Background: an optimization exercise with open tools, aiming at small area and a short achievable clock period. Do not read the settings as production practice. RTL that was checked went through simulation tests only; none was proved equivalent to the original. Power is estimated from default activity; no workload was simulated.

==> inputs of run X <==
==> flow/design.v <==
module APB_MASTER(
    input            PCLK, PRESETn,
    input            ST, WEN,
    input      [8:0] APB_WADRS, APB_RADRS,
    input      [7:0] APB_WDATA,
    input      [7:0] PRDATA,
    output reg [1:0] RHI,
    output reg [31:0] RLO,
    output reg [7:0] WHI, WLO,
    output reg [7:0] PWDATA,
    output reg       PSLVERR,
    output reg [7:0] APB_RDATA_OUT
);
reg setup;    
reg free;     
reg pwrite;   
reg aerr;     
reg rdacc;    
reg erracc;   
wire       take = PRESETn & ST & ~setup;
wire [8:0] adr  = WEN ? APB_WADRS : APB_RADRS;
always @(posedge PCLK)
begin
    setup  <= take;
    free   <= ~take;
end
always @(posedge PCLK)
begin
    pwrite <= WEN;
    aerr   <= |adr[8:6];
    RLO    <= {{8{adr[5:4] == 2'd3}}, {8{adr[5:4] == 2'd2}},
               {8{adr[5:4] == 2'd1}}, {8{adr[5:4] == 2'd0}}} & {4{8'd1 << adr[2:0]}};
    RHI    <= (adr[7:6] == 2'b00) ? {adr[3], ~adr[3]} : 2'b00;
    PWDATA <= (PWDATA & {8{setup}}) | (APB_WDATA & {8{free}});
end
wire go = PRESETn & setup;
always @(posedge PCLK)
begin
    rdacc  <= go & ~pwrite;
    erracc <= go & aerr;
    WHI    <= {RHI[1], RHI[0], RHI[1], RHI[0], RHI[1], RHI[0], RHI[1], RHI[0]}
              & {{2{|RLO[31:24]}}, {2{|RLO[23:16]}}, {2{|RLO[15:8]}}, {2{|RLO[7:0]}}}
              & {8{go & pwrite}};
    WLO    <= RLO[31:24] | RLO[23:16] | RLO[15:8] | RLO[7:0];
end
always @(posedge PCLK)
begin
    if (!PRESETn)
        APB_RDATA_OUT <= 8'd0;
    else if (rdacc)
        APB_RDATA_OUT <= PRDATA;
end
always @(posedge PCLK)
    PSLVERR <= PRESETn & ((setup & aerr) | erracc);
endmodule
module APB_SLAVE(
    input            PCLK, PRESETn,
    input      [1:0] RHI,
    input      [31:0] RLO,
    input      [7:0] WHI, WLO,
    input      [7:0] PWDATA,
    output reg [7:0] PRDATA
);
reg [7:0] mem [0:63];
integer g, j;
always @(posedge PCLK)
begin
    for (g = 0; g < 8; g = g + 1)
        for (j = 0; j < 8; j = j + 1)
            if (PRESETn & WHI[g] & WLO[j])
                mem[8*g+j] <= PWDATA;
end
reg [7:0] grp [0:7];
reg [7:0] rd;
always @(*)
begin
    for (g = 0; g < 8; g = g + 1)
    begin
        grp[g] = 8'd0;
        for (j = 0; j < 8; j = j + 1)
            grp[g] = grp[g] | ({8{RLO[8*(g/2)+j]}} & mem[8*g+j]);
    end
    rd = 8'd0;
    for (g = 0; g < 8; g = g + 1)
        rd = rd | ({8{RHI[g%2]}} & grp[g]);
end
always @(posedge PCLK)
    PRDATA <= rd;
endmodule
module APB_TOP(
    input PCLK, PRESETn,
    input ST, WEN,
    input [8:0] APB_WADRS, APB_RADRS,
    input [7:0] APB_WDATA,
    output [7:0] APB_RDATA_OUT,
    output PSLVERR
);
    wire [1:0] RHI;         
    wire [31:0] RLO;        
    wire [7:0] WHI, WLO;    
    wire [7:0] PWDATA, PRDATA;
    APB_MASTER MASTER_INST (
        .PCLK(PCLK),
        .PRESETn(PRESETn),
        .ST(ST),
        .WEN(WEN),
        .APB_WADRS(APB_WADRS),
        .APB_RADRS(APB_RADRS),
        .APB_WDATA(APB_WDATA),
        .PRDATA(PRDATA),
        .RHI(RHI),
        .RLO(RLO),
        .WHI(WHI),
        .WLO(WLO),
        .PWDATA(PWDATA),
        .PSLVERR(PSLVERR),
        .APB_RDATA_OUT(APB_RDATA_OUT)
    );
    APB_SLAVE SLAVE_INST (
        .PCLK(PCLK),
        .PRESETn(PRESETn),
        .RHI(RHI),
        .RLO(RLO),
        .WHI(WHI),
        .WLO(WLO),
        .PWDATA(PWDATA),
        .PRDATA(PRDATA)
    );
endmodule
==> flow/flow/run.sh <==
#!/bin/bash
set -euo pipefail
sed "s|CLKGATE_MAP_FILE= |CLKGATE_MAP_FILE= MATCH_CELL_FOOTPRINT=0 'BUFFER_PORTS_ARGS=-buffer_cell sky130_fd_sc_hd__buf_2' 'CTS_ARGS=-sink_clustering_enable -repair_clock_nets -sink_clustering_size 25 -sink_clustering_max_diameter 80 -dont_use_dummy_load' |" standard.sh > own_standard.sh
grep -q MATCH_CELL_FOOTPRINT=0 own_standard.sh
bash own_standard.sh > own_flow.log 2>&1
==> flow/standard.sh <==
#!/bin/bash
# synth_recipe.tcl (not shown) runs the flow's synth.tcl, then flattens the netlist and writes it again
# the make line also repeats each setting of config.mk as NAME=value (left out here)
make -C /OpenROAD-flow-scripts/flow DESIGN_CONFIG=/design/flow/config.mk WORK_HOME=/design/flow/orfs CLKGATE_MAP_FILE= SYNTH_SCRIPT=/design/flow/synth_recipe.tcl "${@:-finish}"
==> flow/config.mk <==
export PLATFORM = sky130hd
export DESIGN_NAME = APB_TOP
export DESIGN_NICKNAME = APB_TOP
export VERILOG_FILES = /design/flow/design.v
export SDC_FILE = /design/flow/constraint.sdc
export NUM_CORES = 4
export LEC_CHECK = 0
export CAP_MARGIN = 20
export CORE_MARGIN = 2
export CORE_UTILIZATION = 40
export SETUP_SLACK_MARGIN = 1.0
export SLEW_MARGIN = 20
==> flow/constraint.sdc <==
create_clock -name core_clock -period 2.7 [get_ports {PCLK}]
set_input_delay 0.5400 -clock core_clock [delete_from_list [all_inputs] [get_ports {PCLK}]]
set_output_delay 0.5400 -clock core_clock [all_outputs]
set_load 0.01 [all_outputs]
==> run M: changes against run X <==
--- a/flow/design.v
+++ b/flow/design.v
@@ -6,4 +6,3 @@
     input      [7:0] PRDATA,
-    output reg [1:0] RHI,
-    output reg [31:0] RLO,
+    output reg [7:0] RHI, RLO,
     output reg [7:0] WHI, WLO,
@@ -30,5 +29,4 @@
     aerr   <= |adr[8:6];
-    RLO    <= {{8{adr[5:4] == 2'd3}}, {8{adr[5:4] == 2'd2}},
-               {8{adr[5:4] == 2'd1}}, {8{adr[5:4] == 2'd0}}} & {4{8'd1 << adr[2:0]}};
-    RHI    <= (adr[7:6] == 2'b00) ? {adr[3], ~adr[3]} : 2'b00;
+    RLO    <= 8'd1 << adr[2:0];
+    RHI    <= (adr[7:6] == 2'b00) ? (8'd1 << adr[5:3]) : 8'd0;
     PWDATA <= (PWDATA & {8{setup}}) | (APB_WDATA & {8{free}});
@@ -40,6 +38,4 @@
     erracc <= go & aerr;
-    WHI    <= {RHI[1], RHI[0], RHI[1], RHI[0], RHI[1], RHI[0], RHI[1], RHI[0]}
-              & {{2{|RLO[31:24]}}, {2{|RLO[23:16]}}, {2{|RLO[15:8]}}, {2{|RLO[7:0]}}}
-              & {8{go & pwrite}};
-    WLO    <= RLO[31:24] | RLO[23:16] | RLO[15:8] | RLO[7:0];
+    WHI    <= RHI & {8{go & pwrite}};
+    WLO    <= RLO;
 end
@@ -57,4 +53,3 @@
     input            PCLK, PRESETn,
-    input      [1:0] RHI,
-    input      [31:0] RLO,
+    input      [7:0] RHI, RLO,
     input      [7:0] WHI, WLO,
@@ -80,3 +75,3 @@
         for (j = 0; j < 8; j = j + 1)
-            grp[g] = grp[g] | ({8{RLO[8*(g/2)+j]}} & mem[8*g+j]);
+            grp[g] = grp[g] | ({8{RLO[j]}} & mem[8*g+j]);
     end
@@ -84,3 +79,3 @@
     for (g = 0; g < 8; g = g + 1)
-        rd = rd | ({8{RHI[g%2]}} & grp[g]);
+        rd = rd | ({8{RHI[g]}} & grp[g]);
 end
@@ -97,4 +92,3 @@
 );
-    wire [1:0] RHI;         
-    wire [31:0] RLO;        
+    wire [7:0] RHI, RLO;    
     wire [7:0] WHI, WLO;    
Settings changed: ABC_AREA from default to 1.
==> run R: changes against run X <==
--- a/flow/design.v
+++ b/flow/design.v
@@ -6,4 +6,3 @@
     input      [7:0] PRDATA,
-    output reg [1:0] RHI,
-    output reg [31:0] RLO,
+    output reg [7:0] RHI, RLO,
     output reg [7:0] WHI, WLO,
@@ -30,5 +29,4 @@
     aerr   <= |adr[8:6];
-    RLO    <= {{8{adr[5:4] == 2'd3}}, {8{adr[5:4] == 2'd2}},
-               {8{adr[5:4] == 2'd1}}, {8{adr[5:4] == 2'd0}}} & {4{8'd1 << adr[2:0]}};
-    RHI    <= (adr[7:6] == 2'b00) ? {adr[3], ~adr[3]} : 2'b00;
+    RLO    <= 8'd1 << adr[2:0];
+    RHI    <= (adr[7:6] == 2'b00) ? (8'd1 << adr[5:3]) : 8'd0;
     PWDATA <= (PWDATA & {8{setup}}) | (APB_WDATA & {8{free}});
@@ -40,6 +38,4 @@
     erracc <= go & aerr;
-    WHI    <= {RHI[1], RHI[0], RHI[1], RHI[0], RHI[1], RHI[0], RHI[1], RHI[0]}
-              & {{2{|RLO[31:24]}}, {2{|RLO[23:16]}}, {2{|RLO[15:8]}}, {2{|RLO[7:0]}}}
-              & {8{go & pwrite}};
-    WLO    <= RLO[31:24] | RLO[23:16] | RLO[15:8] | RLO[7:0];
+    WHI    <= RHI & {8{go & pwrite}};
+    WLO    <= RLO;
 end
@@ -57,4 +53,3 @@
     input            PCLK, PRESETn,
-    input      [1:0] RHI,
-    input      [31:0] RLO,
+    input      [7:0] RHI, RLO,
     input      [7:0] WHI, WLO,
@@ -80,3 +75,3 @@
         for (j = 0; j < 8; j = j + 1)
-            grp[g] = grp[g] | ({8{RLO[8*(g/2)+j]}} & mem[8*g+j]);
+            grp[g] = grp[g] | ({8{RLO[j]}} & mem[8*g+j]);
     end
@@ -84,3 +79,3 @@
     for (g = 0; g < 8; g = g + 1)
-        rd = rd | ({8{RHI[g%2]}} & grp[g]);
+        rd = rd | ({8{RHI[g]}} & grp[g]);
 end
@@ -97,4 +92,3 @@
 );
-    wire [1:0] RHI;         
-    wire [31:0] RLO;        
+    wire [7:0] RHI, RLO;    
     wire [7:0] WHI, WLO;    
Settings changed: ABC_CLOCK_PERIOD_IN_PS from default to 1500.
==> run notes <==
Outcome: run X finished clean; run M finished clean; run R finished clean
Starting Density: run X 40.7%; run M 40.4%; run R 40.6%
Non-clock buffers, area share: run X 2.79%; run M 3.28%; run R 3.14%
P per Cell Area: run X 663 nW/um^2; run M 639 nW/um^2; run R 667 nW/um^2
Worst slack after detailed placement: run X 0.549 ns; run M 0.530 ns; run R 0.473 ns
Synth Area in Compound Gates: run X 11.1%; run M 0.744%; run R 11.9%
Required time of the worst setup path: run X 3.18 ns; run M 2.92 ns; run R 3.17 ns
Fraction of area in registers: run X 72.9%; run M 69.4%; run R 72.9%
Width of the die: run X 236 microns; run M 240 microns; run R 233 microns
Post-layout net count: run X 1,275; run M 2,004; run R 1,227
Max Clk Rate: run X 549 MHz; run M 596 MHz; run R 593 MHz
Cell count after synthesis: run X 1,212; run M 1,919; run R 1,165
Commonest non-fill, non-tap cell in the layout: run X sky130_fd_sc_hd__edfxtp_1; run M sky130_fd_sc_hd__nand2_1; run R sky130_fd_sc_hd__edfxtp_1
Mapped Nets: run X 1,242; run M 1,949; run R 1,195
Final Critical Period: run X 1.82 ns; run M 1.68 ns; run R 1.69 ns
Power attributed to combinational cells: run X 0.629 mW; run M 1.02 mW; run R 0.842 mW
Weighted congestion reported at the end of routability-driven placement: run X 0.947; run M 0.898; run R 0.796
Number of buffers and inverters on the critical path: run X 1; run M 1; run R 2
Slew margin rel.: run X 46.8%; run M 48.8%; run R 36.8%
No functional check of the RTL was part of run X.

-- what the ideal ports hide --
In the flow no input, the clock included, has a driving cell. The finished layouts below were timed again as built, in two steps.
Step 1 (the two cells are an assumption about what drives the block):
set clk [get_ports {PCLK}]
set_driving_cell -lib_cell sky130_fd_sc_hd__clkbuf_16 $clk
set_driving_cell -lib_cell sky130_fd_sc_hd__buf_2 [delete_from_list [all_inputs] $clk]
Step 2 adds t to the input delays and takes it off the output delays; t is the mean of the earliest and latest rising clock arrival at the registers after step 1. Input paths then give back, and output paths get back, about the clock's delay inside the block.
Slacks: no drivers / after step 1 / after step 2; pairs: no drivers / after step 1.
run	t, ns	setup WS [ns]	slew at the worst register clock pin (ns)
run X	0.645	0.879 / 0.879 / 0.732	0.10 / 0.10
run M	0.637	1.021 / 0.995 / 0.522	0.10 / 0.10
run R	0.633	1.013 / 1.013 / 0.827	0.10 / 0.10
After both steps setup and hold are still met in every run listed. For run M, which loses most, drivers alone change the setup slack by -0.026 ns; drivers and shift together by -0.499 ns.
